Background: an optimization exercise with open tools, aiming at small area, a short achievable clock period and few clock cycles per item. Do not read the settings as production practice.
Only simulation tests tie the RTL to the original design; equivalence was not proved.
No activity file was given, so power comes from the tool's default toggle rates.

// fc_layer
module fc_layer #(
    parameter INPUT_SIZE  = 16,
    parameter OUTPUT_SIZE = 8,
    parameter DATA_WIDTH  = 8
)(
    input  logic                          clk,
    input  logic                          reset,
    input  logic                          start,
    output logic                          done,
    input  logic signed [INPUT_SIZE*DATA_WIDTH-1:0]  input_data_flat,
    input  logic signed [OUTPUT_SIZE*INPUT_SIZE*DATA_WIDTH-1:0] weights_flat,
    input  logic signed [OUTPUT_SIZE*DATA_WIDTH-1:0]            bias_flat,
    output logic signed [OUTPUT_SIZE*DATA_WIDTH-1:0] output_data_flat
);
For scale: ~5200 cells after synthesis, roughly 290 flip-flops, about 1300 I/O pins, about 0.059 mm^2 of cells after synthesis.
export LEC_CHECK = 0
export CAP_MARGIN = 20
export CORE_AREA = 5 5 435 435
export CTS_BUF_LIST = sky130_fd_sc_hd__clkbuf_4 sky130_fd_sc_hd__clkbuf_8
export DIE_AREA = 0 0 440 440
export SETUP_SLACK_MARGIN = 3.25
export SLEW_MARGIN = 20
export SYNTH_HIERARCHICAL = 1
export SYNTH_MINIMUM_KEEP_SIZE = 0
create_clock -name core_clock -period 10.0 [get_ports {clk}]
standard.sh (not shown) runs the stock make flow with config.mk's settings and CLKGATE_MAP_FILE= SYNTH_SCRIPT=/design/flow/synth_recipe.tcl, a recipe that flattens the netlist after the stock synthesis.
==> flow/flow/run.sh <==
#!/bin/bash
# The standard layout, except that the ports are buffered with sky130_fd_sc_hd__buf_1
# rather than the delay buffer buffer_ports picks by itself.
set -euo pipefail
bash standard.sh "BUFFER_PORTS_ARGS=-buffer_cell sky130_fd_sc_hd__buf_1" finish > run_make.log 2>&1
Testbench counts at the start, summed over its fixed seeds: cycles 1,920, inferences 384.
Next try:
--- a/flow/config.mk
+++ b/flow/config.mk
@@ -10 +9,0 @@
-export CTS_BUF_LIST = sky130_fd_sc_hd__clkbuf_4 sky130_fd_sc_hd__clkbuf_8
@@ -12 +10,0 @@
-export SETUP_SLACK_MARGIN = 3.25
Non-clock buffer count drops by 74.
Design area drops by 3.0%.
Power climbs by 2.2%.
Die area stays the same.
Next try:
--- a/flow/config.mk
+++ b/flow/config.mk
@@ -10,0 +11 @@
+export SETUP_SLACK_MARGIN = 3.25
After rerunning:
- power shrinks by 1.3%
- clock power shrinks by about 6%
- synthesized cell count does not change
- count of clock-buffer cells in the layout grows by 5
- register-to-register slack gets better by 950 ps


fc_layer again, from the RTL that the note above started with.
export LEC_CHECK = 0
export CAP_MARGIN = 5
export CORE_AREA = 5 5 435 435
export DIE_AREA = 0 0 440 440
export SETUP_SLACK_MARGIN = 3.25
export SLEW_MARGIN = 5
export SYNTH_HIERARCHICAL = 1
export SYNTH_MINIMUM_KEEP_SIZE = 0
create_clock -name core_clock -period 10.0 [get_ports {clk}]
Scripts as last shown in full above: flow/flow/run.sh
The first run ran to the end with no violations.
Testbench counts at the start, summed over its fixed seeds: cycles 1,920, inferences 384.
==> next run, changes <==
--- a/flow/config.mk
+++ b/flow/config.mk
@@ -7,7 +7,7 @@
 export LEC_CHECK = 0
-export CAP_MARGIN = 5
-export CORE_AREA = 5 5 435 435
-export DIE_AREA = 0 0 440 440
-export SETUP_SLACK_MARGIN = 3.25
-export SLEW_MARGIN = 5
+export CAP_MARGIN = 20
+export CORE_AREA = 5 5 455 455
+export DIE_AREA = 0 0 460 460
+export SETUP_SLACK_MARGIN = 3
+export SLEW_MARGIN = 20
 export SYNTH_HIERARCHICAL = 1
After rerunning:
- power climbs by 1.7%
- final area climbs by 0.32%
- clock skew drops by 0.030 ns
- routed wire length climbs by 3.9%
- worst hold slack barely changes
- clock-buffer cell count drops by 5
- synthesized cell count does not change
- register-to-register slack is worse by 0.20 ns
- via count climbs by 0.50%
- final cell count climbs by about 2.8%
==> next run, changes <==
--- a/flow/config.mk
+++ b/flow/config.mk
@@ -8,4 +8,4 @@
 export CAP_MARGIN = 20
-export CORE_AREA = 5 5 455 455
-export DIE_AREA = 0 0 460 460
+export CORE_AREA = 5 5 435 435
+export DIE_AREA = 0 0 440 440
 export SETUP_SLACK_MARGIN = 3
Effect:
- setup slack gets better by 0.10 ns
- die area is lower by 8.5%
- clock skew is higher by 0.0099 ns
- register-to-register slack gets worse by 0.06 ns
==> next run, changes <==
--- a/flow/config.mk
+++ b/flow/config.mk
@@ -9,4 +9,6 @@
 export CORE_AREA = 5 5 435 435
+export CTS_BUF_LIST = sky130_fd_sc_hd__clkbuf_4 sky130_fd_sc_hd__clkbuf_8
 export DIE_AREA = 0 0 440 440
-export SETUP_SLACK_MARGIN = 3
+export PLACE_DENSITY = 0.5
+export SETUP_SLACK_MARGIN = 3.25
 export SLEW_MARGIN = 20
What happened: The new run finished with timing, DRC and antenna clean. Synthesized area stays the same. Total power hardly moves. Utilization increases by 0.19 points.
==> next run, changes <==
--- a/flow/config.mk
+++ b/flow/config.mk
@@ -7,8 +7,7 @@
 export LEC_CHECK = 0
+export ABC_CLOCK_PERIOD_IN_PS = 4000
 export CAP_MARGIN = 20
 export CORE_AREA = 5 5 435 435
-export CTS_BUF_LIST = sky130_fd_sc_hd__clkbuf_4 sky130_fd_sc_hd__clkbuf_8
 export DIE_AREA = 0 0 440 440
-export PLACE_DENSITY = 0.5
-export SETUP_SLACK_MARGIN = 3.25
+export SETUP_SLACK_MARGIN = 3
 export SLEW_MARGIN = 20
Maximum frequency shrinks by 1.1%.
Global-route usage drops by 2.1 points.
Via count rises by about 0.6%.

==> what the ideal ports hide <==
The results above use ideal ports. As a check the final layouts listed here were re-extracted and re-timed, cells and wires unchanged.
Step 1 assumes that a clkbuf_16 drives the clock port and a buf_2 every other input.
Step 2, shift: input delay + t, output delay - t, t = (earliest + latest rising clock arrival at the registers) / 2. This alone moves slack from input paths to output paths.
Three values: ideal, step 1, step 2; two values: the first two.
run	t, ns	setup WS [ns]	hold slack, ns	latest minus earliest clock arrival (ns)
the first run of note 1	0.887	3.193 / 3.232 / 2.345	0.451 / 0.451 / 0.451	0.103 / 0.102
the second run of note 1	0.774	2.073 / 2.139 / 1.364	0.453 / 0.453 / 0.453	0.063 / 0.063
the third run of note 1	0.768	3.204 / 3.186 / 2.417	0.450 / 0.450 / 0.450	0.072 / 0.073
the first run of note 2	0.768	3.204 / 3.186 / 2.417	0.450 / 0.450 / 0.450	0.072 / 0.073
the second run of note 2	0.766	2.859 / 2.930 / 2.164	0.451 / 0.451 / 0.451	0.056 / 0.056
the third run of note 2	0.758	2.964 / 3.033 / 2.275	0.447 / 0.447 / 0.447	0.062 / 0.061
the fourth run of note 2	0.893	3.039 / 3.107 / 2.214	0.437 / 0.437 / 0.437	0.051 / 0.050
the fifth run of note 2	0.758	2.964 / 3.033 / 2.275	0.447 / 0.447 / 0.447	0.062 / 0.061
After both steps setup and hold are still met in every run listed. For the first run of note 1, which loses most, drivers alone change the setup slack by +0.039 ns; drivers and shift together by -0.848 ns.
